What follows belongs to an exercise in optimizing a design on an open flow for small area and a short achievable clock period; a production flow would make more cautious choices.
Function was checked by simulation only, so behaviour that the tests miss may differ from the original.
Power is estimated from default activity; no workload was simulated.

==> flow/design.v <==
module multiplier_logic (
    input  wire        clk,
    input  wire        rst_n,
    input  wire [15:0] a,
    input  wire [15:0] b,
    output reg  [31:0] y
);
  reg r1_a0;
  reg r1_a1;
  reg r1_a2;
  reg r1_a3;
  reg r1_a4;
  reg r1_a5;
  reg r1_a6;
  reg r1_a7;
  reg r1_a8;
  reg r1_a9;
  reg r1_a10;
  reg r1_a11;
  reg r1_a12;
  reg r1_a13;
  reg r1_a14;
  reg r1_a15;
  reg r1_b15;
  reg r1_one1;
  reg r1_two2;
  reg r1_neg3;
  reg r1_one4;
  reg r1_two5;
  reg r1_neg6;
  reg r1_one7;
  reg r1_two8;
  reg r1_neg9;
  reg r1_one10;
  reg r1_two11;
  reg r1_neg12;
  reg r1_one13;
  reg r1_two14;
  reg r1_neg15;
  reg r1_one16;
  reg r1_two17;
  reg r1_neg18;
  reg r1_one19;
  reg r1_two20;
  reg r1_neg21;
  reg r1_one22;
  reg r1_two23;
  reg r1_neg24;
  reg r2_s193;
  reg r2_s195;
  reg r2_s199;
  reg r2_c200;
  reg r2_s201;
  reg r2_p63;
  reg r2_s203;
  reg r2_c202;
  reg r2_c204;
  reg r2_s205;
  reg r2_s207;
  reg r2_s209;
  reg r2_c210;
  reg r2_s213;
  reg r2_c214;
  reg r2_s219;
  reg r2_c218;
  reg r2_s221;
  reg r2_c220;
  reg r2_s223;
  reg r2_s227;
  reg r2_c224;
  reg r2_s229;
  reg r2_s233;
  reg r2_c230;
  reg r2_s235;
  reg r2_c236;
  reg r2_s241;
  reg r2_s243;
  reg r2_s245;
  reg r2_s247;
  reg r2_c242;
  reg r2_c244;
  reg r2_s249;
  reg r2_s253;
  reg r2_s255;
  reg r2_c250;
  reg r2_s257;
  reg r2_s261;
  reg r2_c258;
  reg r2_s263;
  reg r2_s265;
  reg r2_s269;
  reg r2_s271;
  reg r2_c264;
  reg r2_c266;
  reg r2_s273;
  reg r2_s279;
  reg r2_c274;
  reg r2_s281;
  reg r2_s283;
  reg r2_c282;
  reg r2_c284;
  reg r2_s291;
  reg r2_s293;
  reg r2_s297;
  reg r2_c292;
  reg r2_c294;
  reg r2_s299;
  reg r2_s301;
  reg r2_c300;
  reg r2_c302;
  reg r2_s307;
  reg r2_s309;
  reg r2_s311;
  reg r2_s313;
  reg r2_c308;
  reg r2_c310;
  reg r2_s315;
  reg r2_s317;
  reg r2_s319;
  reg r2_c316;
  reg r2_s321;
  reg r2_s325;
  reg r2_c322;
  reg r2_s327;
  reg r2_s331;
  reg r2_c328;
  reg r2_s333;
  reg r2_c332;
  reg r2_s335;
  reg r2_c334;
  reg r2_s337;
  reg r2_s339;
  reg r2_c338;
  reg r2_s341;
  reg r2_c342;
  reg r2_s345;
  reg r2_c346;
  reg r2_s349;
  reg r2_c348;
  reg r2_s351;
  reg r2_c350;
  reg r2_c352;
  reg r2_s353;
  reg r2_s355;
  reg r3_r2_s193;
  reg r3_r2_s195;
  reg r3_r2_s199;
  reg r3_s357;
  reg r3_s361;
  reg r3_s365;
  reg r3_c366;
  reg r3_s367;
  reg r3_r2_c210;
  reg r3_r2_s213;
  reg r3_c368;
  reg r3_r2_c214;
  reg r3_r2_s219;
  reg r3_r2_s223;
  reg r3_s369;
  reg r3_c370;
  reg r3_s371;
  reg r3_c372;
  reg r3_s373;
  reg r3_c374;
  reg r3_s375;
  reg r3_s377;
  reg r3_s379;
  reg r3_c380;
  reg r3_s383;
  reg r3_c384;
  reg r3_s387;
  reg r3_s393;
  reg r3_c392;
  reg r3_s397;
  reg r3_c394;
  reg r3_c398;
  reg r3_s401;
  reg r3_s407;
  reg r3_c406;
  reg r3_s411;
  reg r3_c408;
  reg r3_s417;
  reg r3_c416;
  reg r3_s421;
  reg r3_c418;
  reg r3_s425;
  reg r3_c424;
  reg r3_s427;
  reg r3_c426;
  reg r3_s431;
  reg r3_s435;
  reg r3_s437;
  reg r3_c436;
  reg r3_s439;
  reg r3_s441;
  reg r3_c440;
  reg r3_s443;
  reg r3_r2_s355;
  reg r3_c444;
  wire one1 = b[0] ^ 1'b0;
  wire two2 = (b[1] & ~b[0] & ~1'b0) | (~b[1] & b[0] & 1'b0);
  wire neg3 = b[1];
  wire one4 = b[2] ^ b[1];
  wire two5 = (b[3] & ~b[2] & ~b[1]) | (~b[3] & b[2] & b[1]);
  wire neg6 = b[3];
  wire one7 = b[4] ^ b[3];
  wire two8 = (b[5] & ~b[4] & ~b[3]) | (~b[5] & b[4] & b[3]);
  wire neg9 = b[5];
  wire one10 = b[6] ^ b[5];
  wire two11 = (b[7] & ~b[6] & ~b[5]) | (~b[7] & b[6] & b[5]);
  wire neg12 = b[7];
  wire one13 = b[8] ^ b[7];
  wire two14 = (b[9] & ~b[8] & ~b[7]) | (~b[9] & b[8] & b[7]);
  wire neg15 = b[9];
  wire one16 = b[10] ^ b[9];
  wire two17 = (b[11] & ~b[10] & ~b[9]) | (~b[11] & b[10] & b[9]);
  wire neg18 = b[11];
  wire one19 = b[12] ^ b[11];
  wire two20 = (b[13] & ~b[12] & ~b[11]) | (~b[13] & b[12] & b[11]);
  wire neg21 = b[13];
  wire one22 = b[14] ^ b[13];
  wire two23 = (b[15] & ~b[14] & ~b[13]) | (~b[15] & b[14] & b[13]);
  wire neg24 = b[15];
  wire p25 = ((r1_one1 & r1_a0) | (r1_two2 & 1'b0)) ^ r1_neg3;
  wire p26 = ((r1_one1 & r1_a1) | (r1_two2 & r1_a0)) ^ r1_neg3;
  wire p27 = ((r1_one1 & r1_a2) | (r1_two2 & r1_a1)) ^ r1_neg3;
  wire p28 = ((r1_one1 & r1_a3) | (r1_two2 & r1_a2)) ^ r1_neg3;
  wire p29 = ((r1_one1 & r1_a4) | (r1_two2 & r1_a3)) ^ r1_neg3;
  wire p30 = ((r1_one1 & r1_a5) | (r1_two2 & r1_a4)) ^ r1_neg3;
  wire p31 = ((r1_one1 & r1_a6) | (r1_two2 & r1_a5)) ^ r1_neg3;
  wire p32 = ((r1_one1 & r1_a7) | (r1_two2 & r1_a6)) ^ r1_neg3;
  wire p33 = ((r1_one1 & r1_a8) | (r1_two2 & r1_a7)) ^ r1_neg3;
  wire p34 = ((r1_one1 & r1_a9) | (r1_two2 & r1_a8)) ^ r1_neg3;
  wire p35 = ((r1_one1 & r1_a10) | (r1_two2 & r1_a9)) ^ r1_neg3;
  wire p36 = ((r1_one1 & r1_a11) | (r1_two2 & r1_a10)) ^ r1_neg3;
  wire p37 = ((r1_one1 & r1_a12) | (r1_two2 & r1_a11)) ^ r1_neg3;
  wire p38 = ((r1_one1 & r1_a13) | (r1_two2 & r1_a12)) ^ r1_neg3;
  wire p39 = ((r1_one1 & r1_a14) | (r1_two2 & r1_a13)) ^ r1_neg3;
  wire p40 = ((r1_one1 & r1_a15) | (r1_two2 & r1_a14)) ^ r1_neg3;
  wire p41 = ((r1_one1 & 1'b0) | (r1_two2 & r1_a15)) ^ r1_neg3;
  wire ns42 = ~r1_neg3;
  wire ng43 = r1_neg3;
  wire p44 = ((r1_one4 & r1_a0) | (r1_two5 & 1'b0)) ^ r1_neg6;
  wire p45 = ((r1_one4 & r1_a1) | (r1_two5 & r1_a0)) ^ r1_neg6;
  wire p46 = ((r1_one4 & r1_a2) | (r1_two5 & r1_a1)) ^ r1_neg6;
  wire p47 = ((r1_one4 & r1_a3) | (r1_two5 & r1_a2)) ^ r1_neg6;
  wire p48 = ((r1_one4 & r1_a4) | (r1_two5 & r1_a3)) ^ r1_neg6;
  wire p49 = ((r1_one4 & r1_a5) | (r1_two5 & r1_a4)) ^ r1_neg6;
  wire p50 = ((r1_one4 & r1_a6) | (r1_two5 & r1_a5)) ^ r1_neg6;
  wire p51 = ((r1_one4 & r1_a7) | (r1_two5 & r1_a6)) ^ r1_neg6;
  wire p52 = ((r1_one4 & r1_a8) | (r1_two5 & r1_a7)) ^ r1_neg6;
  wire p53 = ((r1_one4 & r1_a9) | (r1_two5 & r1_a8)) ^ r1_neg6;
  wire p54 = ((r1_one4 & r1_a10) | (r1_two5 & r1_a9)) ^ r1_neg6;
  wire p55 = ((r1_one4 & r1_a11) | (r1_two5 & r1_a10)) ^ r1_neg6;
  wire p56 = ((r1_one4 & r1_a12) | (r1_two5 & r1_a11)) ^ r1_neg6;
  wire p57 = ((r1_one4 & r1_a13) | (r1_two5 & r1_a12)) ^ r1_neg6;
  wire p58 = ((r1_one4 & r1_a14) | (r1_two5 & r1_a13)) ^ r1_neg6;
  wire p59 = ((r1_one4 & r1_a15) | (r1_two5 & r1_a14)) ^ r1_neg6;
  wire p60 = ((r1_one4 & 1'b0) | (r1_two5 & r1_a15)) ^ r1_neg6;
  wire ns61 = ~r1_neg6;
  wire ng62 = r1_neg6;
  wire p63 = ((r1_one7 & r1_a0) | (r1_two8 & 1'b0)) ^ r1_neg9;
  wire p64 = ((r1_one7 & r1_a1) | (r1_two8 & r1_a0)) ^ r1_neg9;
  wire p65 = ((r1_one7 & r1_a2) | (r1_two8 & r1_a1)) ^ r1_neg9;
  wire p66 = ((r1_one7 & r1_a3) | (r1_two8 & r1_a2)) ^ r1_neg9;
  wire p67 = ((r1_one7 & r1_a4) | (r1_two8 & r1_a3)) ^ r1_neg9;
  wire p68 = ((r1_one7 & r1_a5) | (r1_two8 & r1_a4)) ^ r1_neg9;
  wire p69 = ((r1_one7 & r1_a6) | (r1_two8 & r1_a5)) ^ r1_neg9;
  wire p70 = ((r1_one7 & r1_a7) | (r1_two8 & r1_a6)) ^ r1_neg9;
  wire p71 = ((r1_one7 & r1_a8) | (r1_two8 & r1_a7)) ^ r1_neg9;
  wire p72 = ((r1_one7 & r1_a9) | (r1_two8 & r1_a8)) ^ r1_neg9;
  wire p73 = ((r1_one7 & r1_a10) | (r1_two8 & r1_a9)) ^ r1_neg9;
  wire p74 = ((r1_one7 & r1_a11) | (r1_two8 & r1_a10)) ^ r1_neg9;
  wire p75 = ((r1_one7 & r1_a12) | (r1_two8 & r1_a11)) ^ r1_neg9;
  wire p76 = ((r1_one7 & r1_a13) | (r1_two8 & r1_a12)) ^ r1_neg9;
  wire p77 = ((r1_one7 & r1_a14) | (r1_two8 & r1_a13)) ^ r1_neg9;
  wire p78 = ((r1_one7 & r1_a15) | (r1_two8 & r1_a14)) ^ r1_neg9;
  wire p79 = ((r1_one7 & 1'b0) | (r1_two8 & r1_a15)) ^ r1_neg9;
  wire ns80 = ~r1_neg9;
  wire ng81 = r1_neg9;
  wire p82 = ((r1_one10 & r1_a0) | (r1_two11 & 1'b0)) ^ r1_neg12;
  wire p83 = ((r1_one10 & r1_a1) | (r1_two11 & r1_a0)) ^ r1_neg12;
  wire p84 = ((r1_one10 & r1_a2) | (r1_two11 & r1_a1)) ^ r1_neg12;
  wire p85 = ((r1_one10 & r1_a3) | (r1_two11 & r1_a2)) ^ r1_neg12;
  wire p86 = ((r1_one10 & r1_a4) | (r1_two11 & r1_a3)) ^ r1_neg12;
  wire p87 = ((r1_one10 & r1_a5) | (r1_two11 & r1_a4)) ^ r1_neg12;
  wire p88 = ((r1_one10 & r1_a6) | (r1_two11 & r1_a5)) ^ r1_neg12;
  wire p89 = ((r1_one10 & r1_a7) | (r1_two11 & r1_a6)) ^ r1_neg12;
  wire p90 = ((r1_one10 & r1_a8) | (r1_two11 & r1_a7)) ^ r1_neg12;
  wire p91 = ((r1_one10 & r1_a9) | (r1_two11 & r1_a8)) ^ r1_neg12;
  wire p92 = ((r1_one10 & r1_a10) | (r1_two11 & r1_a9)) ^ r1_neg12;
  wire p93 = ((r1_one10 & r1_a11) | (r1_two11 & r1_a10)) ^ r1_neg12;
  wire p94 = ((r1_one10 & r1_a12) | (r1_two11 & r1_a11)) ^ r1_neg12;
  wire p95 = ((r1_one10 & r1_a13) | (r1_two11 & r1_a12)) ^ r1_neg12;
  wire p96 = ((r1_one10 & r1_a14) | (r1_two11 & r1_a13)) ^ r1_neg12;
  wire p97 = ((r1_one10 & r1_a15) | (r1_two11 & r1_a14)) ^ r1_neg12;
  wire p98 = ((r1_one10 & 1'b0) | (r1_two11 & r1_a15)) ^ r1_neg12;
  wire ns99 = ~r1_neg12;
  wire ng100 = r1_neg12;
  wire p101 = ((r1_one13 & r1_a0) | (r1_two14 & 1'b0)) ^ r1_neg15;
  wire p102 = ((r1_one13 & r1_a1) | (r1_two14 & r1_a0)) ^ r1_neg15;
  wire p103 = ((r1_one13 & r1_a2) | (r1_two14 & r1_a1)) ^ r1_neg15;
  wire p104 = ((r1_one13 & r1_a3) | (r1_two14 & r1_a2)) ^ r1_neg15;
  wire p105 = ((r1_one13 & r1_a4) | (r1_two14 & r1_a3)) ^ r1_neg15;
  wire p106 = ((r1_one13 & r1_a5) | (r1_two14 & r1_a4)) ^ r1_neg15;
  wire p107 = ((r1_one13 & r1_a6) | (r1_two14 & r1_a5)) ^ r1_neg15;
  wire p108 = ((r1_one13 & r1_a7) | (r1_two14 & r1_a6)) ^ r1_neg15;
  wire p109 = ((r1_one13 & r1_a8) | (r1_two14 & r1_a7)) ^ r1_neg15;
  wire p110 = ((r1_one13 & r1_a9) | (r1_two14 & r1_a8)) ^ r1_neg15;
  wire p111 = ((r1_one13 & r1_a10) | (r1_two14 & r1_a9)) ^ r1_neg15;
  wire p112 = ((r1_one13 & r1_a11) | (r1_two14 & r1_a10)) ^ r1_neg15;
  wire p113 = ((r1_one13 & r1_a12) | (r1_two14 & r1_a11)) ^ r1_neg15;
  wire p114 = ((r1_one13 & r1_a13) | (r1_two14 & r1_a12)) ^ r1_neg15;
  wire p115 = ((r1_one13 & r1_a14) | (r1_two14 & r1_a13)) ^ r1_neg15;
  wire p116 = ((r1_one13 & r1_a15) | (r1_two14 & r1_a14)) ^ r1_neg15;
  wire p117 = ((r1_one13 & 1'b0) | (r1_two14 & r1_a15)) ^ r1_neg15;
  wire ns118 = ~r1_neg15;
  wire ng119 = r1_neg15;
  wire p120 = ((r1_one16 & r1_a0) | (r1_two17 & 1'b0)) ^ r1_neg18;
  wire p121 = ((r1_one16 & r1_a1) | (r1_two17 & r1_a0)) ^ r1_neg18;
  wire p122 = ((r1_one16 & r1_a2) | (r1_two17 & r1_a1)) ^ r1_neg18;
  wire p123 = ((r1_one16 & r1_a3) | (r1_two17 & r1_a2)) ^ r1_neg18;
  wire p124 = ((r1_one16 & r1_a4) | (r1_two17 & r1_a3)) ^ r1_neg18;
  wire p125 = ((r1_one16 & r1_a5) | (r1_two17 & r1_a4)) ^ r1_neg18;
  wire p126 = ((r1_one16 & r1_a6) | (r1_two17 & r1_a5)) ^ r1_neg18;
  wire p127 = ((r1_one16 & r1_a7) | (r1_two17 & r1_a6)) ^ r1_neg18;
  wire p128 = ((r1_one16 & r1_a8) | (r1_two17 & r1_a7)) ^ r1_neg18;
  wire p129 = ((r1_one16 & r1_a9) | (r1_two17 & r1_a8)) ^ r1_neg18;
  wire p130 = ((r1_one16 & r1_a10) | (r1_two17 & r1_a9)) ^ r1_neg18;
  wire p131 = ((r1_one16 & r1_a11) | (r1_two17 & r1_a10)) ^ r1_neg18;
  wire p132 = ((r1_one16 & r1_a12) | (r1_two17 & r1_a11)) ^ r1_neg18;
  wire p133 = ((r1_one16 & r1_a13) | (r1_two17 & r1_a12)) ^ r1_neg18;
  wire p134 = ((r1_one16 & r1_a14) | (r1_two17 & r1_a13)) ^ r1_neg18;
  wire p135 = ((r1_one16 & r1_a15) | (r1_two17 & r1_a14)) ^ r1_neg18;
  wire p136 = ((r1_one16 & 1'b0) | (r1_two17 & r1_a15)) ^ r1_neg18;
  wire ns137 = ~r1_neg18;
  wire ng138 = r1_neg18;
  wire p139 = ((r1_one19 & r1_a0) | (r1_two20 & 1'b0)) ^ r1_neg21;
  wire p140 = ((r1_one19 & r1_a1) | (r1_two20 & r1_a0)) ^ r1_neg21;
  wire p141 = ((r1_one19 & r1_a2) | (r1_two20 & r1_a1)) ^ r1_neg21;
  wire p142 = ((r1_one19 & r1_a3) | (r1_two20 & r1_a2)) ^ r1_neg21;
  wire p143 = ((r1_one19 & r1_a4) | (r1_two20 & r1_a3)) ^ r1_neg21;
  wire p144 = ((r1_one19 & r1_a5) | (r1_two20 & r1_a4)) ^ r1_neg21;
  wire p145 = ((r1_one19 & r1_a6) | (r1_two20 & r1_a5)) ^ r1_neg21;
  wire p146 = ((r1_one19 & r1_a7) | (r1_two20 & r1_a6)) ^ r1_neg21;
  wire p147 = ((r1_one19 & r1_a8) | (r1_two20 & r1_a7)) ^ r1_neg21;
  wire p148 = ((r1_one19 & r1_a9) | (r1_two20 & r1_a8)) ^ r1_neg21;
  wire p149 = ((r1_one19 & r1_a10) | (r1_two20 & r1_a9)) ^ r1_neg21;
  wire p150 = ((r1_one19 & r1_a11) | (r1_two20 & r1_a10)) ^ r1_neg21;
  wire p151 = ((r1_one19 & r1_a12) | (r1_two20 & r1_a11)) ^ r1_neg21;
  wire p152 = ((r1_one19 & r1_a13) | (r1_two20 & r1_a12)) ^ r1_neg21;
  wire p153 = ((r1_one19 & r1_a14) | (r1_two20 & r1_a13)) ^ r1_neg21;
  wire p154 = ((r1_one19 & r1_a15) | (r1_two20 & r1_a14)) ^ r1_neg21;
  wire p155 = ((r1_one19 & 1'b0) | (r1_two20 & r1_a15)) ^ r1_neg21;
  wire ns156 = ~r1_neg21;
  wire ng157 = r1_neg21;
  wire p158 = ((r1_one22 & r1_a0) | (r1_two23 & 1'b0)) ^ r1_neg24;
  wire p159 = ((r1_one22 & r1_a1) | (r1_two23 & r1_a0)) ^ r1_neg24;
  wire p160 = ((r1_one22 & r1_a2) | (r1_two23 & r1_a1)) ^ r1_neg24;
  wire p161 = ((r1_one22 & r1_a3) | (r1_two23 & r1_a2)) ^ r1_neg24;
  wire p162 = ((r1_one22 & r1_a4) | (r1_two23 & r1_a3)) ^ r1_neg24;
  wire p163 = ((r1_one22 & r1_a5) | (r1_two23 & r1_a4)) ^ r1_neg24;
  wire p164 = ((r1_one22 & r1_a6) | (r1_two23 & r1_a5)) ^ r1_neg24;
  wire p165 = ((r1_one22 & r1_a7) | (r1_two23 & r1_a6)) ^ r1_neg24;
  wire p166 = ((r1_one22 & r1_a8) | (r1_two23 & r1_a7)) ^ r1_neg24;
  wire p167 = ((r1_one22 & r1_a9) | (r1_two23 & r1_a8)) ^ r1_neg24;
  wire p168 = ((r1_one22 & r1_a10) | (r1_two23 & r1_a9)) ^ r1_neg24;
  wire p169 = ((r1_one22 & r1_a11) | (r1_two23 & r1_a10)) ^ r1_neg24;
  wire p170 = ((r1_one22 & r1_a12) | (r1_two23 & r1_a11)) ^ r1_neg24;
  wire p171 = ((r1_one22 & r1_a13) | (r1_two23 & r1_a12)) ^ r1_neg24;
  wire p172 = ((r1_one22 & r1_a14) | (r1_two23 & r1_a13)) ^ r1_neg24;
  wire p173 = ((r1_one22 & r1_a15) | (r1_two23 & r1_a14)) ^ r1_neg24;
  wire p174 = ((r1_one22 & 1'b0) | (r1_two23 & r1_a15)) ^ r1_neg24;
  wire ns175 = ~r1_neg24;
  wire ng176 = r1_neg24;
  wire p177 = r1_a0 & r1_b15;
  wire p178 = r1_a1 & r1_b15;
  wire p179 = r1_a2 & r1_b15;
  wire p180 = r1_a3 & r1_b15;
  wire p181 = r1_a4 & r1_b15;
  wire p182 = r1_a5 & r1_b15;
  wire p183 = r1_a6 & r1_b15;
  wire p184 = r1_a7 & r1_b15;
  wire p185 = r1_a8 & r1_b15;
  wire p186 = r1_a9 & r1_b15;
  wire p187 = r1_a10 & r1_b15;
  wire p188 = r1_a11 & r1_b15;
  wire p189 = r1_a12 & r1_b15;
  wire p190 = r1_a13 & r1_b15;
  wire p191 = r1_a14 & r1_b15;
  wire p192 = r1_a15 & r1_b15;
  wire s193 = ng43 ^ p25;
  wire c194 = ng43 & p25;
  wire s195 = p26 ^ c194;
  wire c196 = p26 & c194;
  wire s197, c198;
  mult_fa u_s197 (.x(p44), .y(ng62), .z(p27), .s(s197), .c(c198));
  wire s199 = c196 ^ s197;
  wire c200 = c196 & s197;
  wire s201, c202;
  mult_fa u_s201 (.x(c198), .y(p28), .z(p45), .s(s201), .c(c202));
  wire s203, c204;
  mult_fa u_s203 (.x(p46), .y(ng81), .z(p29), .s(s203), .c(c204));
  wire s205, c206;
  mult_fa u_s205 (.x(p64), .y(p30), .z(p47), .s(s205), .c(c206));
  wire s207, c208;
  mult_fa u_s207 (.x(p48), .y(ng100), .z(p31), .s(s207), .c(c208));
  wire s209, c210;
  mult_fa u_s209 (.x(c206), .y(p65), .z(p82), .s(s209), .c(c210));
  wire s211, c212;
  mult_fa u_s211 (.x(p66), .y(p32), .z(p49), .s(s211), .c(c212));
  wire s213, c214;
  mult_fa u_s213 (.x(s211), .y(p83), .z(c208), .s(s213), .c(c214));
  wire s215, c216;
  mult_fa u_s215 (.x(p33), .y(ng119), .z(p101), .s(s215), .c(c216));
  wire s217, c218;
  mult_fa u_s217 (.x(p84), .y(p50), .z(p67), .s(s217), .c(c218));
  wire s219, c220;
  mult_fa u_s219 (.x(s217), .y(c212), .z(s215), .s(s219), .c(c220));
  wire s221, c222;
  mult_fa u_s221 (.x(p51), .y(p102), .z(p34), .s(s221), .c(c222));
  wire s223, c224;
  mult_fa u_s223 (.x(c216), .y(p68), .z(p85), .s(s223), .c(c224));
  wire s225, c226;
  mult_fa u_s225 (.x(p120), .y(ng138), .z(p103), .s(s225), .c(c226));
  wire s227, c228;
  mult_fa u_s227 (.x(p69), .y(p35), .z(p52), .s(s227), .c(c228));
  wire s229, c230;
  mult_fa u_s229 (.x(s225), .y(p86), .z(c222), .s(s229), .c(c230));
  wire s231, c232;
  mult_fa u_s231 (.x(p36), .y(p104), .z(p121), .s(s231), .c(c232));
  wire s233, c234;
  mult_fa u_s233 (.x(p87), .y(p53), .z(p70), .s(s233), .c(c234));
  wire s235, c236;
  mult_fa u_s235 (.x(s231), .y(c226), .z(c228), .s(s235), .c(c236));
  wire s237, c238;
  mult_fa u_s237 (.x(p122), .y(ng157), .z(p105), .s(s237), .c(c238));
  wire s239, c240;
  mult_fa u_s239 (.x(p54), .y(p139), .z(p37), .s(s239), .c(c240));
  wire s241, c242;
  mult_fa u_s241 (.x(c232), .y(p71), .z(p88), .s(s241), .c(c242));
  wire s243, c244;
  mult_fa u_s243 (.x(s239), .y(c234), .z(s237), .s(s243), .c(c244));
  wire s245, c246;
  mult_fa u_s245 (.x(p140), .y(p106), .z(p123), .s(s245), .c(c246));
  wire s247, c248;
  mult_fa u_s247 (.x(p72), .y(p38), .z(p55), .s(s247), .c(c248));
  wire s249, c250;
  mult_fa u_s249 (.x(c240), .y(p89), .z(c238), .s(s249), .c(c250));
  wire s251, c252;
  mult_fa u_s251 (.x(p124), .y(ng176), .z(p107), .s(s251), .c(c252));
  wire s253, c254;
  mult_fa u_s253 (.x(p39), .y(p141), .z(p158), .s(s253), .c(c254));
  wire s255, c256;
  mult_fa u_s255 (.x(p90), .y(p56), .z(p73), .s(s255), .c(c256));
  wire s257, c258;
  mult_fa u_s257 (.x(s251), .y(c246), .z(c248), .s(s257), .c(c258));
  wire s259, c260;
  mult_fa u_s259 (.x(p142), .y(p108), .z(p125), .s(s259), .c(c260));
  wire s261, c262;
  mult_fa u_s261 (.x(p57), .y(p159), .z(p40), .s(s261), .c(c262));
  wire s263, c264;
  mult_fa u_s263 (.x(c252), .y(p74), .z(p91), .s(s263), .c(c264));
  wire s265, c266;
  mult_fa u_s265 (.x(s259), .y(c254), .z(c256), .s(s265), .c(c266));
  wire s267, c268;
  mult_fa u_s267 (.x(p126), .y(p177), .z(p109), .s(s267), .c(c268));
  wire s269, c270;
  mult_fa u_s269 (.x(p41), .y(p143), .z(p160), .s(s269), .c(c270));
  wire s271, c272;
  mult_fa u_s271 (.x(p92), .y(p58), .z(p75), .s(s271), .c(c272));
  wire s273, c274;
  mult_fa u_s273 (.x(s267), .y(c260), .z(c262), .s(s273), .c(c274));
  wire s275, c276;
  mult_fa u_s275 (.x(p178), .y(1'b1), .z(ns42), .s(s275), .c(c276));
  wire s277, c278;
  mult_fa u_s277 (.x(p144), .y(p110), .z(p127), .s(s277), .c(c278));
  wire s279, c280;
  mult_fa u_s279 (.x(p76), .y(p161), .z(p59), .s(s279), .c(c280));
  wire s281, c282;
  mult_fa u_s281 (.x(c268), .y(p93), .z(s275), .s(s281), .c(c282));
  wire s283, c284;
  mult_fa u_s283 (.x(s277), .y(c270), .z(c272), .s(s283), .c(c284));
  wire s285, c286;
  mult_fa u_s285 (.x(p111), .y(1'b1), .z(p179), .s(s285), .c(c286));
  wire s287, c288;
  mult_fa u_s287 (.x(p162), .y(p128), .z(p145), .s(s287), .c(c288));
  wire s289, c290;
  mult_fa u_s289 (.x(p94), .y(p60), .z(p77), .s(s289), .c(c290));
  wire s291, c292;
  mult_fa u_s291 (.x(c280), .y(c276), .z(c278), .s(s291), .c(c292));
  wire s293, c294;
  mult_fa u_s293 (.x(s289), .y(s285), .z(s287), .s(s293), .c(c294));
  wire s295, c296;
  mult_fa u_s295 (.x(p112), .y(ns61), .z(p180), .s(s295), .c(c296));
  wire s297, c298;
  mult_fa u_s297 (.x(p163), .y(p129), .z(p146), .s(s297), .c(c298));
  wire s299, c300;
  mult_fa u_s299 (.x(c286), .y(p78), .z(p95), .s(s299), .c(c300));
  wire s301, c302;
  mult_fa u_s301 (.x(s295), .y(c288), .z(c290), .s(s301), .c(c302));
  wire s303, c304;
  mult_fa u_s303 (.x(p113), .y(1'b1), .z(p181), .s(s303), .c(c304));
  wire s305, c306;
  mult_fa u_s305 (.x(p164), .y(p130), .z(p147), .s(s305), .c(c306));
  wire s307, c308;
  mult_fa u_s307 (.x(c296), .y(p79), .z(p96), .s(s307), .c(c308));
  wire s309, c310;
  mult_fa u_s309 (.x(s305), .y(c298), .z(s303), .s(s309), .c(c310));
  wire s311, c312;
  mult_fa u_s311 (.x(p114), .y(ns80), .z(p182), .s(s311), .c(c312));
  wire s313, c314;
  mult_fa u_s313 (.x(p165), .y(p131), .z(p148), .s(s313), .c(c314));
  wire s315, c316;
  mult_fa u_s315 (.x(c306), .y(p97), .z(c304), .s(s315), .c(c316));
  wire s317, c318;
  mult_fa u_s317 (.x(p115), .y(1'b1), .z(p183), .s(s317), .c(c318));
  wire s319, c320;
  mult_fa u_s319 (.x(p166), .y(p132), .z(p149), .s(s319), .c(c320));
  wire s321, c322;
  mult_fa u_s321 (.x(c314), .y(p98), .z(c312), .s(s321), .c(c322));
  wire s323, c324;
  mult_fa u_s323 (.x(p116), .y(ns99), .z(p184), .s(s323), .c(c324));
  wire s325, c326;
  mult_fa u_s325 (.x(p167), .y(p133), .z(p150), .s(s325), .c(c326));
  wire s327, c328;
  mult_fa u_s327 (.x(s323), .y(c318), .z(c320), .s(s327), .c(c328));
  wire s329, c330;
  mult_fa u_s329 (.x(p117), .y(1'b1), .z(p185), .s(s329), .c(c330));
  wire s331, c332;
  mult_fa u_s331 (.x(p168), .y(p134), .z(p151), .s(s331), .c(c332));
  wire s333, c334;
  mult_fa u_s333 (.x(s329), .y(c324), .z(c326), .s(s333), .c(c334));
  wire s335, c336;
  mult_fa u_s335 (.x(p135), .y(ns118), .z(p186), .s(s335), .c(c336));
  wire s337, c338;
  mult_fa u_s337 (.x(c330), .y(p152), .z(p169), .s(s337), .c(c338));
  wire s339, c340;
  mult_fa u_s339 (.x(p136), .y(1'b1), .z(p187), .s(s339), .c(c340));
  wire s341, c342;
  mult_fa u_s341 (.x(c336), .y(p153), .z(p170), .s(s341), .c(c342));
  wire s343, c344;
  mult_fa u_s343 (.x(p154), .y(ns137), .z(p188), .s(s343), .c(c344));
  wire s345, c346;
  mult_fa u_s345 (.x(s343), .y(p171), .z(c340), .s(s345), .c(c346));
  wire s347, c348;
  mult_fa u_s347 (.x(p155), .y(1'b1), .z(p189), .s(s347), .c(c348));
  wire s349, c350;
  mult_fa u_s349 (.x(s347), .y(p172), .z(c344), .s(s349), .c(c350));
  wire s351, c352;
  mult_fa u_s351 (.x(p173), .y(ns156), .z(p190), .s(s351), .c(c352));
  wire s353, c354;
  mult_fa u_s353 (.x(p174), .y(1'b1), .z(p191), .s(s353), .c(c354));
  wire s355, c356;
  mult_fa u_s355 (.x(c354), .y(ns175), .z(p192), .s(s355), .c(c356));
  wire s357 = r2_c200 ^ r2_s201;
  wire c358 = r2_c200 & r2_s201;
  wire s359, c360;
  mult_fa u_s359 (.x(r2_s203), .y(r2_c202), .z(r2_p63), .s(s359), .c(c360));
  wire s361 = c358 ^ s359;
  wire c362 = c358 & s359;
  wire s363, c364;
  mult_fa u_s363 (.x(c360), .y(r2_c204), .z(r2_s205), .s(s363), .c(c364));
  wire s365 = c362 ^ s363;
  wire c366 = c362 & s363;
  wire s367, c368;
  mult_fa u_s367 (.x(c364), .y(r2_s207), .z(r2_s209), .s(s367), .c(c368));
  wire s369, c370;
  mult_fa u_s369 (.x(r2_s221), .y(r2_c218), .z(r2_c220), .s(s369), .c(c370));
  wire s371, c372;
  mult_fa u_s371 (.x(r2_s229), .y(r2_c224), .z(r2_s227), .s(s371), .c(c372));
  wire s373, c374;
  mult_fa u_s373 (.x(r2_s235), .y(r2_c230), .z(r2_s233), .s(s373), .c(c374));
  wire s375, c376;
  mult_fa u_s375 (.x(r2_s243), .y(r2_c236), .z(r2_s241), .s(s375), .c(c376));
  wire s377, c378;
  mult_fa u_s377 (.x(r2_s245), .y(r2_c242), .z(r2_c244), .s(s377), .c(c378));
  wire s379, c380;
  mult_fa u_s379 (.x(c376), .y(r2_s247), .z(r2_s249), .s(s379), .c(c380));
  wire s381, c382;
  mult_fa u_s381 (.x(r2_s255), .y(r2_c250), .z(r2_s253), .s(s381), .c(c382));
  wire s383, c384;
  mult_fa u_s383 (.x(s381), .y(r2_s257), .z(c378), .s(s383), .c(c384));
  wire s385, c386;
  mult_fa u_s385 (.x(r2_s263), .y(r2_c258), .z(r2_s261), .s(s385), .c(c386));
  wire s387, c388;
  mult_fa u_s387 (.x(s385), .y(r2_s265), .z(c382), .s(s387), .c(c388));
  wire s389, c390;
  mult_fa u_s389 (.x(r2_s269), .y(r2_c264), .z(r2_c266), .s(s389), .c(c390));
  wire s391, c392;
  mult_fa u_s391 (.x(c386), .y(r2_s271), .z(r2_s273), .s(s391), .c(c392));
  wire s393, c394;
  mult_fa u_s393 (.x(s391), .y(s389), .z(c388), .s(s393), .c(c394));
  wire s395, c396;
  mult_fa u_s395 (.x(r2_s281), .y(r2_c274), .z(r2_s279), .s(s395), .c(c396));
  wire s397, c398;
  mult_fa u_s397 (.x(s395), .y(r2_s283), .z(c390), .s(s397), .c(c398));
  wire s399, c400;
  mult_fa u_s399 (.x(r2_s291), .y(r2_c282), .z(r2_c284), .s(s399), .c(c400));
  wire s401, c402;
  mult_fa u_s401 (.x(s399), .y(r2_s293), .z(c396), .s(s401), .c(c402));
  wire s403, c404;
  mult_fa u_s403 (.x(r2_s297), .y(r2_c292), .z(r2_c294), .s(s403), .c(c404));
  wire s405, c406;
  mult_fa u_s405 (.x(c400), .y(r2_s299), .z(r2_s301), .s(s405), .c(c406));
  wire s407, c408;
  mult_fa u_s407 (.x(s405), .y(s403), .z(c402), .s(s407), .c(c408));
  wire s409, c410;
  mult_fa u_s409 (.x(r2_s307), .y(r2_c300), .z(r2_c302), .s(s409), .c(c410));
  wire s411, c412;
  mult_fa u_s411 (.x(s409), .y(r2_s309), .z(c404), .s(s411), .c(c412));
  wire s413, c414;
  mult_fa u_s413 (.x(r2_s311), .y(r2_c308), .z(r2_c310), .s(s413), .c(c414));
  wire s415, c416;
  mult_fa u_s415 (.x(c410), .y(r2_s313), .z(r2_s315), .s(s415), .c(c416));
  wire s417, c418;
  mult_fa u_s417 (.x(s415), .y(s413), .z(c412), .s(s417), .c(c418));
  wire s419, c420;
  mult_fa u_s419 (.x(r2_s319), .y(r2_c316), .z(r2_s317), .s(s419), .c(c420));
  wire s421, c422;
  mult_fa u_s421 (.x(s419), .y(r2_s321), .z(c414), .s(s421), .c(c422));
  wire s423, c424;
  mult_fa u_s423 (.x(r2_s327), .y(r2_c322), .z(r2_s325), .s(s423), .c(c424));
  wire s425, c426;
  mult_fa u_s425 (.x(c422), .y(c420), .z(s423), .s(s425), .c(c426));
  wire s427, c428;
  mult_fa u_s427 (.x(r2_s333), .y(r2_c328), .z(r2_s331), .s(s427), .c(c428));
  wire s429, c430;
  mult_fa u_s429 (.x(r2_s335), .y(r2_c332), .z(r2_c334), .s(s429), .c(c430));
  wire s431, c432;
  mult_fa u_s431 (.x(s429), .y(r2_s337), .z(c428), .s(s431), .c(c432));
  wire s433, c434;
  mult_fa u_s433 (.x(r2_s341), .y(r2_c338), .z(r2_s339), .s(s433), .c(c434));
  wire s435, c436;
  mult_fa u_s435 (.x(c432), .y(c430), .z(s433), .s(s435), .c(c436));
  wire s437, c438;
  mult_fa u_s437 (.x(c434), .y(r2_c342), .z(r2_s345), .s(s437), .c(c438));
  wire s439, c440;
  mult_fa u_s439 (.x(c438), .y(r2_c346), .z(r2_s349), .s(s439), .c(c440));
  wire s441, c442;
  mult_fa u_s441 (.x(r2_s351), .y(r2_c348), .z(r2_c350), .s(s441), .c(c442));
  wire s443, c444;
  mult_fa u_s443 (.x(c442), .y(r2_c352), .z(r2_s353), .s(s443), .c(c444));
  wire s445 = r3_c368 ^ r3_r2_c210;
  wire c446 = r3_c368 & r3_r2_c210;
  wire s447 = r3_r2_c214 ^ r3_r2_s219;
  wire c448 = r3_r2_c214 & r3_r2_s219;
  wire s449 = r3_r2_s223 ^ r3_s369;
  wire c450 = r3_r2_s223 & r3_s369;
  wire s451 = r3_c370 ^ r3_s371;
  wire c452 = r3_c370 & r3_s371;
  wire s453 = r3_c372 ^ r3_s373;
  wire c454 = r3_c372 & r3_s373;
  wire s455 = r3_c374 ^ r3_s375;
  wire c456 = r3_c374 & r3_s375;
  wire s457 = r3_s377 ^ r3_s379;
  wire c458 = r3_s377 & r3_s379;
  wire s459 = r3_c380 ^ r3_s383;
  wire c460 = r3_c380 & r3_s383;
  wire s461 = r3_c384 ^ r3_s387;
  wire c462 = r3_c384 & r3_s387;
  wire s463 = r3_c392 ^ r3_c394;
  wire c464 = r3_c392 & r3_c394;
  wire s465 = r3_c398 ^ r3_s401;
  wire c466 = r3_c398 & r3_s401;
  wire s467 = r3_c406 ^ r3_c408;
  wire c468 = r3_c406 & r3_c408;
  wire s469 = r3_c416 ^ r3_c418;
  wire c470 = r3_c416 & r3_c418;
  wire s471 = r3_c424 ^ r3_c426;
  wire c472 = r3_c424 & r3_c426;
  wire [31:0] ra = {r3_c444, r3_s443, r3_c440, r3_s439, r3_c436, r3_s435, r3_s431, r3_s427, r3_s425, r3_s421, r3_s417, r3_s411, r3_s407, c464, r3_s397, r3_s393, c460, c458, c456, c454, c452, c450, c448, c446, r3_r2_s213, r3_c366, r3_s365, r3_s361, r3_s357, r3_r2_s199, r3_r2_s195, r3_r2_s193};
  wire [31:0] rb = {r3_r2_s355, 1'b0, r3_s441, 1'b0, r3_s437, 1'b0, c472, s471, c470, s469, c468, s467, c466, s465, s463, c462, s461, s459, s457, s455, s453, s451, s449, s447, s445, r3_s367, 1'b0, 1'b0, 1'b0, 1'b0, 1'b0, 1'b0};
  wire [20:0] plo = ra[19:0] + rb[19:0];
  reg [20:0] r4_plo;
  reg [11:0] r4_ha, r4_hb;
  always @(posedge clk) begin r4_plo <= plo; r4_ha <= ra[31:20]; r4_hb <= rb[31:20]; end
  wire [12:0] phs = {r4_ha, r4_plo[20]} + {r4_hb, r4_plo[20]};
  wire [11:0] phi = phs[12:1];
  wire [31:0] prod = {phi, r4_plo[19:0]};
  always @(posedge clk) begin
    r1_a0 <= a[0];
    r1_a1 <= a[1];
    r1_a2 <= a[2];
    r1_a3 <= a[3];
    r1_a4 <= a[4];
    r1_a5 <= a[5];
    r1_a6 <= a[6];
    r1_a7 <= a[7];
    r1_a8 <= a[8];
    r1_a9 <= a[9];
    r1_a10 <= a[10];
    r1_a11 <= a[11];
    r1_a12 <= a[12];
    r1_a13 <= a[13];
    r1_a14 <= a[14];
    r1_a15 <= a[15];
    r1_b15 <= b[15];
    r1_one1 <= one1;
    r1_two2 <= two2;
    r1_neg3 <= neg3;
    r1_one4 <= one4;
    r1_two5 <= two5;
    r1_neg6 <= neg6;
    r1_one7 <= one7;
    r1_two8 <= two8;
    r1_neg9 <= neg9;
    r1_one10 <= one10;
    r1_two11 <= two11;
    r1_neg12 <= neg12;
    r1_one13 <= one13;
    r1_two14 <= two14;
    r1_neg15 <= neg15;
    r1_one16 <= one16;
    r1_two17 <= two17;
    r1_neg18 <= neg18;
    r1_one19 <= one19;
    r1_two20 <= two20;
    r1_neg21 <= neg21;
    r1_one22 <= one22;
    r1_two23 <= two23;
    r1_neg24 <= neg24;
    r2_s193 <= s193;
    r2_s195 <= s195;
    r2_s199 <= s199;
    r2_c200 <= c200;
    r2_s201 <= s201;
    r2_p63 <= p63;
    r2_s203 <= s203;
    r2_c202 <= c202;
    r2_c204 <= c204;
    r2_s205 <= s205;
    r2_s207 <= s207;
    r2_s209 <= s209;
    r2_c210 <= c210;
    r2_s213 <= s213;
    r2_c214 <= c214;
    r2_s219 <= s219;
    r2_c218 <= c218;
    r2_s221 <= s221;
    r2_c220 <= c220;
    r2_s223 <= s223;
    r2_s227 <= s227;
    r2_c224 <= c224;
    r2_s229 <= s229;
    r2_s233 <= s233;
    r2_c230 <= c230;
    r2_s235 <= s235;
    r2_c236 <= c236;
    r2_s241 <= s241;
    r2_s243 <= s243;
    r2_s245 <= s245;
    r2_s247 <= s247;
    r2_c242 <= c242;
    r2_c244 <= c244;
    r2_s249 <= s249;
    r2_s253 <= s253;
    r2_s255 <= s255;
    r2_c250 <= c250;
    r2_s257 <= s257;
    r2_s261 <= s261;
    r2_c258 <= c258;
    r2_s263 <= s263;
    r2_s265 <= s265;
    r2_s269 <= s269;
    r2_s271 <= s271;
    r2_c264 <= c264;
    r2_c266 <= c266;
    r2_s273 <= s273;
    r2_s279 <= s279;
    r2_c274 <= c274;
    r2_s281 <= s281;
    r2_s283 <= s283;
    r2_c282 <= c282;
    r2_c284 <= c284;
    r2_s291 <= s291;
    r2_s293 <= s293;
    r2_s297 <= s297;
    r2_c292 <= c292;
    r2_c294 <= c294;
    r2_s299 <= s299;
    r2_s301 <= s301;
    r2_c300 <= c300;
    r2_c302 <= c302;
    r2_s307 <= s307;
    r2_s309 <= s309;
    r2_s311 <= s311;
    r2_s313 <= s313;
    r2_c308 <= c308;
    r2_c310 <= c310;
    r2_s315 <= s315;
    r2_s317 <= s317;
    r2_s319 <= s319;
    r2_c316 <= c316;
    r2_s321 <= s321;
    r2_s325 <= s325;
    r2_c322 <= c322;
    r2_s327 <= s327;
    r2_s331 <= s331;
    r2_c328 <= c328;
    r2_s333 <= s333;
    r2_c332 <= c332;
    r2_s335 <= s335;
    r2_c334 <= c334;
    r2_s337 <= s337;
    r2_s339 <= s339;
    r2_c338 <= c338;
    r2_s341 <= s341;
    r2_c342 <= c342;
    r2_s345 <= s345;
    r2_c346 <= c346;
    r2_s349 <= s349;
    r2_c348 <= c348;
    r2_s351 <= s351;
    r2_c350 <= c350;
    r2_c352 <= c352;
    r2_s353 <= s353;
    r2_s355 <= s355;
    r3_r2_s193 <= r2_s193;
    r3_r2_s195 <= r2_s195;
    r3_r2_s199 <= r2_s199;
    r3_s357 <= s357;
    r3_s361 <= s361;
    r3_s365 <= s365;
    r3_c366 <= c366;
    r3_s367 <= s367;
    r3_r2_c210 <= r2_c210;
    r3_r2_s213 <= r2_s213;
    r3_c368 <= c368;
    r3_r2_c214 <= r2_c214;
    r3_r2_s219 <= r2_s219;
    r3_r2_s223 <= r2_s223;
    r3_s369 <= s369;
    r3_c370 <= c370;
    r3_s371 <= s371;
    r3_c372 <= c372;
    r3_s373 <= s373;
    r3_c374 <= c374;
    r3_s375 <= s375;
    r3_s377 <= s377;
    r3_s379 <= s379;
    r3_c380 <= c380;
    r3_s383 <= s383;
    r3_c384 <= c384;
    r3_s387 <= s387;
    r3_s393 <= s393;
    r3_c392 <= c392;
    r3_s397 <= s397;
    r3_c394 <= c394;
    r3_c398 <= c398;
    r3_s401 <= s401;
    r3_s407 <= s407;
    r3_c406 <= c406;
    r3_s411 <= s411;
    r3_c408 <= c408;
    r3_s417 <= s417;
    r3_c416 <= c416;
    r3_s421 <= s421;
    r3_c418 <= c418;
    r3_s425 <= s425;
    r3_c424 <= c424;
    r3_s427 <= s427;
    r3_c426 <= c426;
    r3_s431 <= s431;
    r3_s435 <= s435;
    r3_s437 <= s437;
    r3_c436 <= c436;
    r3_s439 <= s439;
    r3_s441 <= s441;
    r3_c440 <= c440;
    r3_s443 <= s443;
    r3_r2_s355 <= r2_s355;
    r3_c444 <= c444;
  end
  reg [3:0] v;
  always @(posedge clk) begin
    if (!rst_n) begin
      v <= 4'd0;
      y <= 32'd0;
    end else begin
      v <= {v[2:0], 1'b1};
      y <= v[3] ? prod : 32'd0;
    end
  end
endmodule
module mult_fa (input wire x, input wire y, input wire z, output wire s, output wire c);
  assign s = x ^ y ^ z;
  assign c = (x & y) | (x & z) | (y & z);
endmodule
==> flow/flow/run.sh <==
#!/bin/bash
# Layout: the standard flow (standard.sh) with two changes to how it is
# built, none to what is built or measured:
#  - the port buffers that global placement inserts are plain buf_1 cells
#    (repair_timing still resizes any that timing needs);
#  - clock tree synthesis runs with the settings of config.mk
#    (CTS_CLUSTER_SIZE 50, CTS_CLUSTER_DIAMETER 60) but inserts no dummy
#    load cells.
# All tool output goes to standard_flow.log here; ORFS's per-step logs stay
# under orfs/logs/.
set -euo pipefail
export BUFFER_PORTS_ARGS="-buffer_cell sky130_fd_sc_hd__buf_1"
export CTS_ARGS="-sink_clustering_enable -repair_clock_nets -sink_clustering_size 50 -sink_clustering_max_diameter 60 -dont_use_dummy_load"
bash standard.sh > standard_flow.log 2>&1
==> flow/standard.sh <==
#!/bin/bash
# synth_recipe.tcl (not shown) runs the flow's synth.tcl, then flattens the netlist and writes it again
# the make line also repeats each setting of config.mk as NAME=value (left out here)
make -C /OpenROAD-flow-scripts/flow DESIGN_CONFIG=/design/flow/config.mk WORK_HOME=/design/flow/orfs CLKGATE_MAP_FILE= SYNTH_SCRIPT=/design/flow/synth_recipe.tcl "${@:-finish}"
==> flow/config.mk <==
export PLATFORM = sky130hd
export DESIGN_NAME = multiplier_logic
export DESIGN_NICKNAME = multiplier_logic
export VERILOG_FILES = /design/flow/design.v
export SDC_FILE = /design/flow/constraint.sdc
export NUM_CORES = 4
export LEC_CHECK = 0
export CAP_MARGIN = 20
export CORE_MARGIN = 2
export CORE_UTILIZATION = 40
export CTS_CLUSTER_DIAMETER = 60
export CTS_CLUSTER_SIZE = 50
export SETUP_SLACK_MARGIN = 2.6
export SLEW_MARGIN = 20
export SYNTH_HIERARCHICAL = 1
export SYNTH_MINIMUM_KEEP_SIZE = 0
==> flow/constraint.sdc <==
create_clock -name core_clock -period 4.5 [get_ports {clk}]
set_input_delay 0.9000 -clock core_clock [delete_from_list [all_inputs] [get_ports {clk}]]
set_output_delay 0.9000 -clock core_clock [all_outputs]
set_load 0.01 [all_outputs]
==> results_tabular.tex, run 1 <==
\begin{tabular}{lr}
\hline
Metric & Value \\
\hline
\multicolumn{2}{l}{\textbf{Route}} \\
Routed wire length & 28800 um \\
Average routed wire per standard cell & 18.6 um \\
Routed via count & 8028 \\
Drt drc & 0 \\
DRT Pass-1 Iters & 5 \\
Average vias per placed instance & 5.18 \\
Number of DRC markers in iteration 0 & 599 \\
Antenna-violating nets left & 0 \\
\multicolumn{2}{l}{\textbf{Clocking}} \\
Source-to-sink clock delay at the later pin of the worst-skew pair & 0.52 ns \\
Clock slew at the register clock pins of the worst setup and hold paths & 0.08 ns \\
Number of H-tree levels & 1 \\
Clock root buffer & sky130\_fd\_sc\_hd\_\_clkbuf\_16 \\
Clock buffers created by TritonCTS & 22 \\
Largest buffer count on any clock path & 3 \\
\# clock sinks & 269 \\
Number of hold buffers added after cts & 0 \\
Clock tree from TritonCTS & yes \\
\multicolumn{2}{l}{\textbf{STA}} \\
Total of endpoints with negative setup slack in the final report & 0 \\
Minimum hold slack & 0.314 ns \\
Peak Freq & 0.491 GHz \\
Final critical path time including I/O delays and setup & 2.04 ns \\
Total negative slack for setup checks & 0 ns \\
Final Skew & 0.0550 ns \\
Final Hold Viols & 0 \\
Setup repair after global routing missed its margin & true \\
Max-slew violation count & 0 \\
Share of the clock period used by the worst path & 0.453 \\
\multicolumn{2}{l}{\textbf{Run status}} \\
Result of the run & no timing/DRC/antenna violations \\
\multicolumn{2}{l}{\textbf{Final layout}} \\
Number of standard cells in the final layout excluding fillers & 1551 \\
Nets@finish & 1354 \\
Post-route design area & 0.0156 sq mm \\
Fraction of layout cells with a size suffix above 1 & 0.318 \\
Multi-input gate area in the final layout & 0.00735 sq mm \\
Synthesis-to-finish area growth & 26.8\% \\
Reg area & 0.00553 sq mm \\
Number of inserted filler cells in the final layout & 2614 \\
Antenna diode count & 0 \\
\multicolumn{2}{l}{\textbf{Placed design}} \\
Dpl hpwl & 17200 um \\
Number of cells after detailed placement & 1398 \\
Final weighted congestion in routability-driven placement & 0.807 \\
Post-place instance area & 0.0129 sq mm \\
Quantity of I/O buffers inserted on ports & 65 \\
\multicolumn{2}{l}{\textbf{Pwr}} \\
Total power & 9910 uW \\
Max rail drop VDD & 311 uV \\
Register share of total power & 0.374 \\
Pwr per Cell Area & 635 mW/mm\^{}2 \\
Cell internal power dissipation & 6440 uW \\
Clock network power share & 0.163 \\
Switching power as a share of total power & 0.350 \\
Net switching component of the power & 3470 uW \\
Leakage power & 0.00611 uW \\
Combinational fraction of design power & 0.463 \\
\multicolumn{2}{l}{\textbf{Synthesis}} \\
Warnings, synthesis & 7 \\
Main combinational cell family by area after synthesis & adder cells \\
Top post-synthesis cells by area & sky130\_fd\_sc\_hd\_\_dfxtp\_1 (44\%), sky130\_fd\_sc\_hd\_\_fa\_1 (20\%), sky130\_fd\_sc\_hd\_\_xnor2\_1 (10\%), sky130\_fd\_sc\_hd\_\_a22oi\_1 (7.4\%), sky130\_fd\_sc\_hd\_\_ha\_1 (4.2\%) \\
Fraction of the mapped netlist area in adder cells & 0.240 \\
Flops \& latches, synth & 269 \\
Number of synthesized flops with an enable pin & 0 \\
Most common flop cell mapped by yosys & sky130\_fd\_sc\_hd\_\_dfxtp\_1 \\
Cell taking the most area after synthesis & sky130\_fd\_sc\_hd\_\_dfxtp\_1 \\
Mapped Cells & 1016 \\
Multiplexer area fraction after synthesis & 0.000813 \\
Share of the synthesized netlist area taken by xor and xnor gates & 0.112 \\
Most instantiated cells after synthesis & sky130\_fd\_sc\_hd\_\_dfxtp\_1 (269), sky130\_fd\_sc\_hd\_\_xnor2\_1 (142), sky130\_fd\_sc\_hd\_\_a22oi\_1 (122), sky130\_fd\_sc\_hd\_\_fa\_1 (122), sky130\_fd\_sc\_hd\_\_clkbuf\_1 (72) \\
Async set or reset register ratio after synthesis & 0 \\
Top cell type's share of synthesized area & 0.438 \\
Simple-gate area share of the yosys netlist & 0.0598 \\
Synth Cell Area & 0.0123 sq mm \\
Sequential-to-total area share from yosys stat & 0.438 \\
Number of distinct library cells after synthesis & 55 \\
Synthesized-area fraction occupied by ao, oa, aoi and oai cells & 0.116 \\
Synth Area per Inst & 12.1 sq um \\
Top-count cell post-synth & sky130\_fd\_sc\_hd\_\_dfxtp\_1 \\
\multicolumn{2}{l}{\textbf{Critical path}} \\
Required arrival time at the worst endpoint & 4.93 ns \\
Critical Path Fanout Max & 8 \\
Worst path cell trace & buf\_12 > a22oi\_2 > xnor2\_2 > fa\_2 > fa\_2 \\
Crit path top cell by count & sky130\_fd\_sc\_hd\_\_fa\_2 \\
Cell depth of the worst flop-to-flop path & 5 \\
Crit path largest cell delay & 0.53 ns \\
Arrival @ worst endpoint & 2.47 ns \\
Cell with the biggest individual delay on the critical path & sky130\_fd\_sc\_hd\_\_fa\_2 \\
WS Path Type & reg2reg \\
Endpoint kind of the worst setup timing path & flip-flop \\
Worst Setup Start Kind & flip-flop \\
\multicolumn{2}{l}{\textbf{Global route}} \\
Maximum number of pins on one net before global-route repair & 36 \\
Number of antenna violations at the first check in global routing & 0 \\
Global-route wire length before repair & 43100 um \\
Gr usage total & 0.173 \\
GRT overflow & 0 \\
Vias in the first global route & 7878 \\
\multicolumn{2}{l}{\textbf{Worst hold path}} \\
Type of the most critical hold path & reg2reg \\
Cell depth of the worst hold path & 0 \\
\multicolumn{2}{l}{\textbf{Floorplanning}} \\
Count of boundary I/O pins & 66 \\
Placeable Area & 0.0304 sq mm \\
Die Footprint & 0.0322 sq mm \\
Starting density of the core & 0.404 \\
FP Rows & 64 \\
Die span in x & 179 um \\
Die Y & 179 um \\
\multicolumn{2}{l}{\textbf{Flow run}} \\
\# Max-Cap Violations & 0 \\
\hline
\end{tabular}
==> metrics by stage <==
stage	setup WS, ns	util
2_1_floorplan	2.56	-
6_report	2.46	0.513
3_3_place_gp	1.87	0.425
4_1_cts	2.49	0.479
3_5_place_dp	1.81	0.425
5_1_grt	2.42	0.513
==> cell type report <==
class,instances,share of cell area
Multi-Input combinational cell,653,0.471
Sequential cell,269,0.354
Timing Repair Buffer,201,0.105
Tap cell,396,0.0318
Clock buffer,22,0.0353
Inverter,10,0.00241
==> path summary, 6_finish.rpt <==
| path | to | startpoint | slack, ns |
|---|---|---|---|
| min reg2reg | r3_r2_c210 | r2_c210 | 0.31 |
| max | r2_s309 | r1_a7 | 2.46 |
| max reg2reg | r2_s309 | r1_a7 | 2.46 |
| min | r3_r2_c210 | r2_c210 | 0.31 |
==> timing repair <==
item / in CTS / in global routing
endpoints found under the setup margin: 107 / 73
pin swaps: 37 / 57
buffers inserted: 76 / 55
endpoints found under the hold margin: 0 / 0
gates resized for setup: 154 / 103
==> power by group through the flow <==
stage               sequential, uW  clock (uW)  combinational [uW]
detailed placement            3800           0                3560
floorplan                     3570           0                2940
finish                        3710        1620                4590
CTS                           3720        1680                4050
global route                  3790        1780                5120
global placement              3790           0                3520
==> Yosys stat by module, one instance, submodules excluded <==
module | copies in the design | cells inside | flops+latches | area [sq um]
multiplier_logic | 1 | 896 | 269 | 9900
mult_fa | 120 | 1 | 0 | 20.0
==> cells in the final DEF (no fill, tap or decap), types with 22 or more instances in the layout <==
| cell type | netlist | routed |
|---|---|---|
| sky130_fd_sc_hd__and3_1 | 27 | 25 |
| sky130_fd_sc_hd__xnor2_1 | 142 | 121 |
| sky130_fd_sc_hd__dfxtp_1 | 269 | 230 |
| sky130_fd_sc_hd__clkbuf_16 | 0 | 22 |
| sky130_fd_sc_hd__a22oi_1 | 122 | 64 |
| sky130_fd_sc_hd__buf_1 | 1 | 42 |
| sky130_fd_sc_hd__dfxtp_4 | 0 | 38 |
| sky130_fd_sc_hd__fa_2 | 0 | 31 |
| sky130_fd_sc_hd__nand2_1 | 24 | 23 |
| sky130_fd_sc_hd__a22oi_2 | 0 | 58 |
| sky130_fd_sc_hd__fa_1 | 122 | 91 |
| sky130_fd_sc_hd__buf_4 | 0 | 94 |
| sky130_fd_sc_hd__ha_1 | 41 | 28 |
==> sequential cells by signal, summed over array words and instances, names as in the netlist, 4 cells and up <==
| register | flops |
|---|---|
| v | 4 |
| r4_hb | 9 |
| r4_ha | 12 |
| y | 32 |
| r4_plo | 21 |
==> routing by layer <==
metal	track usage	vias to the layer above	wire, um
met2	0.278	319	13400
met4	0.0517	0	780
met3	0.0302	61	1780
li1	-	3705	-
met5	0	-	0
met1	0.240	3943	12800
==> cells by family after synthesis <==
group | Yosys count
buffers and inverters | 101
muxes | 1
and+or+nand+nor | 130
AOI/OAI and AO/OA | 194
adders and majority gates | 163
other | 1
DFF | 269
xor gates and xnor gates | 157
==> worst max-delay path: cells and delay by family, from the launching register on <==
kind            cells  cell delay, ns
buf+inv             1            0.16
fa+ha+maj           2            1.02
flops               1            0.40
compound gates      1            0.20
xor+xnor            1            0.16
==> run 2: changes to the inputs <==
--- a/flow/config.mk
+++ b/flow/config.mk
@@ -10,7 +10,8 @@
 export CORE_UTILIZATION = 40
 export CTS_CLUSTER_DIAMETER = 60
 export CTS_CLUSTER_SIZE = 50
-export SETUP_SLACK_MARGIN = 2.6
+export PLACE_DENSITY = 0.7
+export SETUP_SLACK_MARGIN = 2.5
 export SLEW_MARGIN = 20
 export SYNTH_HIERARCHICAL = 1
 export SYNTH_MINIMUM_KEEP_SIZE = 0
==> run 2 against run 1 <==
Against the previous run:
- largest power group unchanged
- still clean on timing, DRC and antenna
- first-iteration DRC count decreased by 15%
- sequential power increased by 1%
- highest routed layer unchanged
- register-to-register slack improved by 0.03 ns
- non-clock buffer count decreased by 111
- via count decreased by 7.7%
- critical path depth increased by 1
- die area unchanged
- clock power decreased by 12%
==> results_tabular.tex, run 2 <==
\begin{tabular}{lr}
\hline
Metric & Value \\
\hline
\multicolumn{2}{l}{\textbf{Clocking}} \\
Number of H-tree levels & 1 (unchanged) \\
Clock buffers created by TritonCTS & 18 (-18\%) \\
Source-to-sink clock delay at the later pin of the worst-skew pair & 0.54 ns (+0.02 ns) \\
Largest buffer count on any clock path & 3 (unchanged) \\
Clock tree from TritonCTS & yes \\
Clock slew at the register clock pins of the worst setup and hold paths & 0.11 ns (+0.03 ns) \\
Clock root buffer & sky130\_fd\_sc\_hd\_\_clkbuf\_16 \\
\# clock sinks & 269 (unchanged) \\
\multicolumn{2}{l}{\textbf{STA}} \\
Final Hold Viols & 0 (unchanged) \\
Share of the clock period used by the worst path & 0.445 (-0.00763) \\
Max-slew violation count & 0 (unchanged) \\
Peak Freq & 0.499 GHz (+1.7\%) \\
Total of endpoints with negative setup slack in the final report & 0 (unchanged) \\
Total negative slack for setup checks & 0 ns (unchanged) \\
Final Skew & 0.0660 ns (+0.0110 ns) \\
Minimum setup slack in the final design & 2.50 ns (+0.0343 ns) \\
Setup repair after global routing missed its margin & true \\
Final critical path time including I/O delays and setup & 2.00 ns (-0.0343 ns) \\
\multicolumn{2}{l}{\textbf{Route}} \\
DRT Pass-1 Iters & 5 (unchanged) \\
Antenna-violating nets left & 0 (unchanged) \\
Average routed wire per standard cell & 17.8 um (-4.0\%) \\
Number of DRC markers in iteration 0 & 510 (-15\%) \\
Routed via count & 7413 (-7.7\%) \\
Drt drc & 0 (unchanged) \\
Average vias per placed instance & 5.16 (-0.34\%) \\
Routed wire length & 25600 um (-11\%) \\
\multicolumn{2}{l}{\textbf{Pwr}} \\
Pwr per Cell Area & 662 mW/mm\^{}2 (+4.3\%) \\
Net switching component of the power & 3200 uW (-7.9\%) \\
Total power & 9100 uW (-8.1\%) \\
Register share of total power & 0.412 (+0.038) \\
Cell internal power dissipation & 5910 uW (-8.3\%) \\
Max rail drop VDD & 423 uV (+36\%) \\
Combinational fraction of design power & 0.431 (-0.032) \\
Switching power as a share of total power & 0.351 (+0.00103) \\
Clock network power share & 0.157 (-0.006) \\
Leakage power & 0.00519 uW (-15\%) \\
\multicolumn{2}{l}{\textbf{Synthesis}} \\
Number of synthesized flops with an enable pin & 0 (unchanged) \\
Top cell type's share of synthesized area & 0.438 (unchanged) \\
Warnings, synthesis & 7 (unchanged) \\
Top-count cell post-synth & sky130\_fd\_sc\_hd\_\_dfxtp\_1 \\
Top post-synthesis cells by area & sky130\_fd\_sc\_hd\_\_dfxtp\_1 (44\%), sky130\_fd\_sc\_hd\_\_fa\_1 (20\%), sky130\_fd\_sc\_hd\_\_xnor2\_1 (10\%), sky130\_fd\_sc\_hd\_\_a22oi\_1 (7.4\%), sky130\_fd\_sc\_hd\_\_ha\_1 (4.2\%) \\
Flops \& latches, synth & 269 (unchanged) \\
Async set or reset register ratio after synthesis & 0 (unchanged) \\
Most common flop cell mapped by yosys & sky130\_fd\_sc\_hd\_\_dfxtp\_1 \\
Number of distinct library cells after synthesis & 55 (unchanged) \\
Most instantiated cells after synthesis & sky130\_fd\_sc\_hd\_\_dfxtp\_1 (269), sky130\_fd\_sc\_hd\_\_xnor2\_1 (142), sky130\_fd\_sc\_hd\_\_a22oi\_1 (122), sky130\_fd\_sc\_hd\_\_fa\_1 (122), sky130\_fd\_sc\_hd\_\_clkbuf\_1 (72) \\
Cell taking the most area after synthesis & sky130\_fd\_sc\_hd\_\_dfxtp\_1 \\
Sequential-to-total area share from yosys stat & 0.438 (unchanged) \\
Synth Cell Area & 0.0123 sq mm (unchanged) \\
Mapped Cells & 1016 (unchanged) \\
Synth Area per Inst & 12.1 sq um (unchanged) \\
\multicolumn{2}{l}{\textbf{Placed design}} \\
Final weighted congestion in routability-driven placement & 0.881 (+9.3\%) \\
Post-placement setup slack & 1.82 ns (+0.0168 ns) \\
Dpl hpwl & 17400 um (+1.1\%) \\
Quantity of I/O buffers inserted on ports & 65 (unchanged) \\
\multicolumn{2}{l}{\textbf{Final layout}} \\
Nets@finish & 1239 (-8.5\%) \\
Synthesis-to-finish area growth & 11.7\% \\
Most common cell after layout, fill and taps aside & sky130\_fd\_sc\_hd\_\_dfxtp\_1 \\
Register with the most flip-flops & y \\
Leading registers by flop count & y x32, r4\_plo x21, r4\_ha x12 \\
Fraction of layout cells with a size suffix above 1 & 0.114 (-0.203) \\
Number of inserted filler cells in the final layout & 2757 (+5.5\%) \\
Most used cells in the layout excluding fill and tap cells & sky130\_fd\_sc\_hd\_\_dfxtp\_1 (229), sky130\_fd\_sc\_hd\_\_xnor2\_1 (142), sky130\_fd\_sc\_hd\_\_fa\_1 (121), sky130\_fd\_sc\_hd\_\_a22oi\_1 (120), sky130\_fd\_sc\_hd\_\_buf\_1 (64) \\
Flip-flop count of the largest register after layout & 32 (unchanged) \\
\multicolumn{2}{l}{\textbf{Global route}} \\
Maximum number of pins on one net before global-route repair & 38 (+5.6\%) \\
Number of antenna violations at the first check in global routing & 0 (unchanged) \\
GRT overflow & 0 (unchanged) \\
Vias in the first global route & 7442 (-5.5\%) \\
Global-route wire length before repair & 40700 um (-5.7\%) \\
Gr usage total & 0.161 (-0.0123) \\
\multicolumn{2}{l}{\textbf{Critical path}} \\
Required arrival time at the worst endpoint & 4.90 ns (-0.03 ns) \\
Critical Path Fanout Max & 3 (-5) \\
CP bufs+invs & 0 (-1) \\
Crit path largest cell delay & 0.35 ns (-0.18 ns) \\
Arrival @ worst endpoint & 2.40 ns (-0.07 ns) \\
Cell with the biggest individual delay on the critical path & sky130\_fd\_sc\_hd\_\_dfxtp\_2 \\
Endpoint kind of the worst setup timing path & flip-flop \\
Worst path cell trace & ha\_4 > fa\_2 > a21o\_1 > a221oi\_4 > and4b\_1 > a211oi\_2 \\
Worst Setup Start Kind & flip-flop \\
WS Path Type & reg2reg \\
Cell class contributing the biggest share of worst-path delay & compound AO/OA/AOI/OAI gates \\
\multicolumn{2}{l}{\textbf{Floorplanning}} \\
Die Y & 179 um (unchanged) \\
Placeable Area & 0.0304 sq mm (unchanged) \\
Starting density of the core & 0.404 (unchanged) \\
Die Footprint & 0.0322 sq mm (unchanged) \\
Die span in x & 179 um (unchanged) \\
FP Rows & 64 (unchanged) \\
Count of boundary I/O pins & 66 (unchanged) \\
\multicolumn{2}{l}{\textbf{Flow run}} \\
\# Max-Cap Violations & 0 (unchanged) \\
\multicolumn{2}{l}{\textbf{Run status}} \\
Result of the run & no timing/DRC/antenna violations \\
\multicolumn{2}{l}{\textbf{Worst hold path}} \\
Type of the most critical hold path & reg2reg \\
\hline
\end{tabular}
[run 2: cell count changes in the layout (fill, tap and decap cells not counted), moves of 13 or more]
cell | before | now
sky130_fd_sc_hd__buf_1 | 42 | 64
sky130_fd_sc_hd__a22oi_2 | 58 | 2
sky130_fd_sc_hd__buf_6 | 17 | 1
sky130_fd_sc_hd__a22oi_1 | 64 | 120
sky130_fd_sc_hd__buf_4 | 94 | 23
sky130_fd_sc_hd__fa_2 | 31 | 1
sky130_fd_sc_hd__xnor2_1 | 121 | 142
sky130_fd_sc_hd__fa_1 | 91 | 121
sky130_fd_sc_hd__buf_12 | 21 | 1
sky130_fd_sc_hd__clkbuf_2 | 13 | 0
sky130_fd_sc_hd__xnor2_2 | 21 | 0
[run 2: power by group through the flow]
stage | clock network, uW | registers, uW | logic (uW)
floorplan | 0 | 3560 | 2770
global placement | 0 | 3780 | 3270
detailed placement | 0 | 3810 | 3390
CTS | 1490 | 3760 | 3640
global route | 1560 | 3830 | 4460
finish | 1430 | 3750 | 3920
[run 2: path summary, 6_finish.rpt]
check | depth (start not counted) | from | end | slack [ns]
max | 6 | r3_r2_c210 | r4_plo[18] | 2.50
min | 0 | r2_s199 | r3_r2_s199 | 0.27
max reg2reg | 6 | r3_r2_c210 | r4_plo[18] | 2.50
min reg2reg | 0 | r2_s199 | r3_r2_s199 | 0.27
[run 2: per-module statistics from Yosys, one instance, submodules excluded]
module            copies in the design  cell area [sq um]  flops+latches  cells
multiplier_logic                     1               9900            269    896
mult_fa                            120               20.0              0      1
[run 2: timing repair]
action                                  in CTS  in global routing
gates resized for setup                     90                 31
hold buffers                                 0                  0
endpoints found under the setup margin      78                 36
pin swaps                                    4                  8
gates cloned                                 0                  0
setup buffers                                1                 18
[run 2: cell type report]
type | instances | area (sq um) | area share
Inverter | 10 | 37.5 | 0.00273
Antenna cell | 1 | 2.50 | 0.000182
Multi-Input combinational cell | 653 | 6770 | 0.493
Timing Repair Buffer | 90 | 455 | 0.0331
Tap cell | 396 | 495 | 0.0361
Sequential cell | 269 | 5530 | 0.402
Clock buffer | 18 | 450 | 0.0328
[run 2: layer usage]
metal | up-vias | routed length, um | GRT usage
met1 | 3653 | 11600 | 0.222
met3 | 44 | 1640 | 0.0278
li1 | 3476 | - | -
met5 | - | 0 | 0
met2 | 240 | 11900 | 0.260
met4 | 0 | 568 | 0.0464
[run 2: cells by family after synthesis]
family	count (synthesis)	share of synthesized area
other	1	0.000305
flip-flops	269	0.438
adder cells (fa/ha/maj)	163	0.240
multiplexers	1	0.000813
AO/OA/AOI/OAI	194	0.116
AND/OR/NAND/NOR	130	0.0598
XOR/XNOR	157	0.112
buffers and inverters	101	0.0331
[run 2: per-stage QoR]
step / hold WS [ns] / instance area, sq um / instances / util
after global routing: 0.273 / 13700 / 1436 / 0.452
after floorplan: 0.310 / 12400 / 1023 / -
after CTS: 0.275 / 13500 / 1418 / 0.442
final: 0.268 / 13700 / 1437 / 0.452
after detailed placement: 0.312 / 12700 / 1399 / 0.419
after global placement: 0.311 / 12700 / 1399 / 0.419

[afterwards: timing with drivers on the ports]
How much do the figures lean on ideal ports? The routed layouts below were timed once more, with nothing changed but the port constraints.
Step 1 assumes that a clkbuf_16 drives the clock port and a buf_2 every other input.
Step 2 also shifts input and output timing later by t, the mid clock arrival at the registers, as if the neighbouring blocks saw the same clock.
Slacks: ideal ports / drivers / drivers and shift; pairs: ideal ports / drivers.
| run | t (ns) | slack for setup (ns) |
|---|---|---|
| run 1 | 0.542 | 2.463 / 2.463 / 2.257 |
| run 2 | 0.541 | 2.498 / 2.498 / 2.141 |
After both steps every run listed still meets setup and hold.
